This is an optimization exercise on Yosys and OpenROAD, whose aim is small area, not a production implementation.
Only the layout flow was run in this run; the RTL was not checked for function there.
Power is estimated from default activity; no workload was simulated.

==> design.v <==
`timescale 1ns / 1ps
module line_buffers #(
    parameter W = 128
)(
    input  wire clk,
    input  wire rst,
    input  wire [7:0] pixel_in,
    input  wire pixel_valid,
    output reg        shift_q,  
    output reg        parity,   
    output wire [7:0] top,      
    output wire [7:0] left,     
    output wire [7:0] center,   
    output wire [7:0] right,    
    output wire [7:0] bottom    
);
    localparam N = 2*W + 1;
    reg [7:0] pix_q;
    reg       hold_q;           
    reg [8*N-1:0] taps;
    wire [8*N-1:0] prev = {taps[8*(N-1)-1:0], pix_q ^ {8{parity}}};
    always @(posedge clk) begin
        pix_q   <= pixel_in;
        shift_q <= pixel_valid && !rst;
        hold_q  <= !(pixel_valid && !rst);
        parity  <= !rst && !parity;
        taps    <= ~((prev | {8*N{hold_q}}) & (taps | {8*N{shift_q}}));
    end
    assign bottom = taps[7:0];
    assign right  = taps[8*(W-1) +: 8];
    assign center = taps[8*W +: 8];
    assign left   = taps[8*(W+1) +: 8];
    assign top    = taps[8*(2*W) +: 8];
endmodule
`timescale 1ns / 1ps
module window_3x3 #(
    parameter W = 128
)(
    input  wire clk,
    input  wire rst,
    input  wire pixel_valid,
    output wire win_ok
);
    reg [6:0] col_cnt;      
    reg [1:0] row_cnt;    
    always @(posedge clk) begin
        if (rst) begin
            col_cnt <= 0;
            row_cnt <= 0;
        end
        else if (pixel_valid) begin
            if (col_cnt == W-1) begin
                col_cnt <= 0;
                if (row_cnt != 2'd2)
                    row_cnt <= row_cnt + 1'b1;
            end
            else
                col_cnt <= col_cnt + 1'b1;
        end
    end
    assign win_ok = (row_cnt == 2'd2) && (col_cnt >= 2);
endmodule
`timescale 1ns / 1ps
module conv_mac_3x3 (
    input  wire       inv,
    input  wire [7:0] top,
    input  wire [7:0] left,
    input  wire [7:0] center,
    input  wire [7:0] right,
    input  wire [7:0] bottom,
    output wire [7:0] result
);
    wire [10:0] lap  = {1'b0, center, 2'b00} + {3'b111, ~top} + {3'b111, ~left} + {3'b111, ~right} + {3'b111, ~bottom} + 11'd3 + {10'd0, !inv};
    wire [10:0] diff = lap ^ {11{inv}};
    assign result = diff[10] ? 8'd0 : (|diff[9:8]) ? 8'hFF : diff[7:0];
endmodule
`timescale 1ns / 1ps
module cnn_top #(
    parameter W = 128
)(
    input wire clk,
    input wire rst,
    input wire [7:0] pixel_in,
    input wire pixel_valid,
    output wire [7:0] pixel_out,
    output wire pixel_out_valid
);
    wire [7:0] top, left, center, right, bottom;
    wire win_ok;
    wire shift;
    wire parity;
    line_buffers #(.W(W)) LB (
        .clk(clk), .rst(rst),
        .pixel_in(pixel_in),
        .pixel_valid(pixel_valid),
        .shift_q(shift),
        .parity(parity),
        .top(top), .left(left), .center(center), .right(right), .bottom(bottom)
    );
    window_3x3 #(.W(W)) WG (
        .clk(clk), .rst(rst),
        .pixel_valid(shift),
        .win_ok(win_ok)
    );
    conv_mac_3x3 MAC (
        .inv(parity),
        .top(top), .left(left), .center(center), .right(right), .bottom(bottom),
        .result(pixel_out)
    );
    assign pixel_out_valid = shift && win_ok;
endmodule
==> flow/run.sh <==
#!/bin/bash
# Standard ORFS layout with a leaner clock tree (no dummy loads for balancing, sink
# clusters of up to 10 flip-flops driven by clkbuf_4) and plain buf_1 cells as port buffers.
set -euo pipefail
export CTS_ARGS="-sink_clustering_enable -repair_clock_nets -dont_use_dummy_load -buf_list sky130_fd_sc_hd__clkbuf_4 -sink_clustering_size 10 -sink_clustering_max_diameter 60"
export BUFFER_PORTS_ARGS="-buffer_cell sky130_fd_sc_hd__buf_1"
bash standard.sh > standard.log 2>&1
==> standard.sh <==
#!/bin/bash
# synth_recipe.tcl (not shown) runs the flow's synth.tcl, then flattens the netlist and writes it again
# the make line also repeats each setting of config.mk as NAME=value (left out here)
make -C /OpenROAD-flow-scripts/flow DESIGN_CONFIG=/design/flow/config.mk WORK_HOME=/design/flow/orfs CLKGATE_MAP_FILE= SYNTH_SCRIPT=/design/flow/synth_recipe.tcl "${@:-finish}"
==> config.mk <==
export PLATFORM = sky130hd
export DESIGN_NAME = cnn_top
export DESIGN_NICKNAME = cnn_top
export VERILOG_FILES = /design/flow/design.v
export SDC_FILE = /design/flow/constraint.sdc
export NUM_CORES = 4
export LEC_CHECK = 0
export CAP_MARGIN = 20
export CORE_MARGIN = 2
export CORE_UTILIZATION = 60
export SLEW_MARGIN = 20
==> constraint.sdc <==
create_clock -name core_clock -period 6.0 [get_ports {clk}]
set_input_delay 1.2000 -clock core_clock [delete_from_list [all_inputs] [get_ports {clk}]]
set_output_delay 1.2000 -clock core_clock [all_outputs]
set_load 0.01 [all_outputs]
==> flow_summary.toml <==
[logic_synthesis]
yosysSeqAreaShare_pct = 72.0
synth_cells = 4783
synthFlopType = "dfxtp_1"
ys_warn_count = 2
synth_nets = 4834
async_reset_ff_share_pct = 0
avgSynthCellArea_sq_um = 12.1
synth_edf_count = 0
synth_seq_cells = 2076
ys_types = 41
syn_area_sq_um = 57700

[sta]
fin_skew_ns = 0.0731
relSlewSlack_pct = 30.6
timing.final.max_slew_violations = 0
fmax_ghz = 0.168
setup_violations = 0
finalHoldViolations = 0
worst_pin_slew_ns = 1.04
fin_crit_sh_pct = 99.3
rsz0062_at_grt = "yes"
fin_crit_ns = 5.96
hold-worst-slack_ns = 0.196

[power_and_ir_drop]
vdd_ir_drop_max_mv = 0.477
total_leakage_power_nw = 22.1
powerDensity_nw_per_um2 = 480

[global_route]
grt_pass1_vias = 33800
antenna_found_initial = 2
grt_usage_pct = 18.1
grt_pass1_wl_um = 156000
grt_max_degree = 257
overflow = 0

[worst_setup_path]
r2r_start = "LB.shift_q$_DFF_P_"
startpoint_type = "register"
worstSetupPathType = "register to primary output"
worstPathArrival_ns = 4.76
r2r_cells = 3
reg2reg_to = "LB.taps[1585]$_DFF_P_"
ff2ff_setup_slack_ns = 3.01
end_kind = "primary output"
required_ns = 4.80
path_max_fanout = 6

[worst_hold_path]
hold_class = "input port to register"
min_to = "LB.pix_q[2]$_DFF_P_"
hold_start = "pixel_in[2]"
holdPathStages = 1

[run_status]
status = "timing/DRC/antenna clean"

[layout]
drive_gt1_share_pct = 7.04
utilization_pct = 63.2
fin_nets = 4669
final_cell_mix = "2066 x dfxtp_1, 2056 x o22ai_1, 225 x clkbuf_4, 36 x buf_4, 33 x inv_1"
area_growth_pct = 4.17
layout_commonest_cell = "dfxtp_1"

[clock_network]
clkTransAtPathRegs_ns = 0.10
numClockSinks = 2076
hold_buffers = 0
cts_tree = "built"
clk_path_buf_depth = 3
clk_latency_ns = 1.13
clockRootBuffer = "clkbuf_4"
htree_levels = 4
cts_made_buffers = 225

[placement]
dp_hpwl_um = 46700
port_buffers = 19
routabilityCongestion = 0.743

[run]
drv_cap = 0

[die]
die_w_um = 314
die_area_sq_um = 98700
io_pins = 20
design.core.area_sq_um = 95200
die_height_um = 314
start_util_pct = 60.6
rows = 113

[drt]
via_per_inst = 5.98
drc = 0
drt-pass1-iter-count = 7
post_drt_wl_per_cell_um = 15.2
vias = 35200
drtAntennaViolNets = 0
routed_wl_um = 89500
drtIter0Drc = 2036
synthesized netlist by cell type, drive strengths merged (2+ instances only):
library cell  number  area, sq um
o22a               5         43.8
xor2              11         96.3
o21a               2         15.0
a21oi             14         70.1
inv               38          143
nand2b             6         37.5
a21o               3         22.5
clkbuf           427         1600
nand4              2         12.5
nor2              14         52.6
nand2              8         30.0
a22oi              4         30.0
nor3               2         15.0
dfxtp           2076        41600
ha                18          225
buf               35          131
xnor2              7         61.3
a211oi             4         47.5
fa                22          440
o22ai           2056        12900
o211ai             3         27.5
nand3              4         20.0
o21ai              9         48.8
what timing repair did:
action	in CTS	in global routing
pin swaps	27	12
endpoints found under the setup margin	8	8
endpoints found under the hold margin	0	0
buffers inserted	12	1
resized for setup	47	5
flip-flops by register name (all words and copies together) (netlist names):
signal,flops
LB.shift_q,1
LB.hold_q,1
WG.col_cnt,7
LB.parity,1
WG.row_cnt,2
LB.taps,2056
LB.pix_q,8
critical path, cell delays in order (launching register included):
cell	delay, ns
dfxtp_2	0.35
fa_1	0.56
fa_1	0.45
fa_1	0.51
inv_2	0.05
ha_4	0.27
o211ai_2	0.09
o21a_1	0.22
a221o_1	0.36
a211oi_4	0.35
and2b_1	0.22
a22oi_1	0.10
buf_2	0.16
worst max-delay path by stage:
stage | to | slack (ns) | depth (start not counted) | start
2_1_floorplan | pixel_out[3] | 1.32 | 12 | LB.taps[1024]$_DFF_P_
3_3_place_gp | pixel_out[4] | 0.99 | 14 | LB.taps[1017]$_DFF_P_
3_5_place_dp | pixel_out[7] | 0.90 | 13 | LB.taps[1024]$_DFF_P_
4_1_cts | pixel_out[7] | -0.09 | 13 | LB.taps[1027]$_DFF_P_
5_1_grt | pixel_out[3] | -0.23 | 12 | LB.taps[1021]$_DFF_P_
6_report | pixel_out[7] | 0.04 | 12 | LB.taps[1021]$_DFF_P_
kinds of logic after synthesis:
group	after synthesis	synth area share [%]
AO/OA/AOI/OAI	2106	22.9
XOR/XNOR	18	0.273
adder cells (fa/ha/maj)	40	1.15
buffers and inverters	500	3.25
flip-flops	2076	72.0
multiplexers	1	0.0173
AND/OR/NAND/NOR	42	0.364
per-layer routing:
layer | global-route usage [%] | wire length, um
met1 | 25.2 | 46900
met2 | 28.2 | 37900
met5 | 0 | 14
met4 | 5.72 | 1620
met3 | 3.95 | 3080
power breakdown:
group | switching [mW] | internal, mW
clock network | 3.90 | 1.72
logic | 2.33 | 2.65
registers | 1.55 | 16.7
total | 7.78 | 21.1
through the flow:
step	instance area (sq um)	power (mW)	setup TNS [ns]	setup slack (ns)	cells
final	60100	28.9	0	0.0412	5882
after global routing	60100	30.7	-1.58	-0.232	5882
after CTS	60100	29.1	-0.450	-0.0886	5880
after detailed placement	58100	22.8	0	0.905	5643
after global placement	58100	22.6	0	0.988	5643
after floorplan	57700	21.7	0	1.32	4783
layout make-up:
class / instances / area (sq um)
inverters: 38 / 143
well taps: 1265 / 1580
diodes: 1 / 2.50
multi-input cells: 2207 / 14500
repair buffers: 70 / 643
fillers: 7746 / 35000
flip-flops and latches: 2076 / 41600
clock buffers: 225 / 1690

what the ideal ports hide:
No port has a modelled driver above. Below, the same layout with a new extraction and two added sets of constraints. Step 1 (the two cells are an assumption about what drives the block):
set clk [get_ports {clk}]
set_driving_cell -lib_cell sky130_fd_sc_hd__clkbuf_16 $clk
set_driving_cell -lib_cell sky130_fd_sc_hd__buf_2 [delete_from_list [all_inputs] $clk]
Step 2 times the ports against the registers' clock, not the clock port: input delays grow and output delays shrink by t, the midpoint of the rising clock arrivals with the driver on. Slacks: ideal / step 1 / step 2; pairs: ideal / step 1.
t, ns: 1.155
setup WS [ns]: 0.041 / -0.020 / 1.135
hold slack, ns: 0.196 / 0.179 / 0.373
worst data-port slew with drivers (ns): 0.06
After both steps setup and hold are still met in this run. For this run, drivers alone change the setup slack by -0.061 ns; drivers and shift together by +1.094 ns.
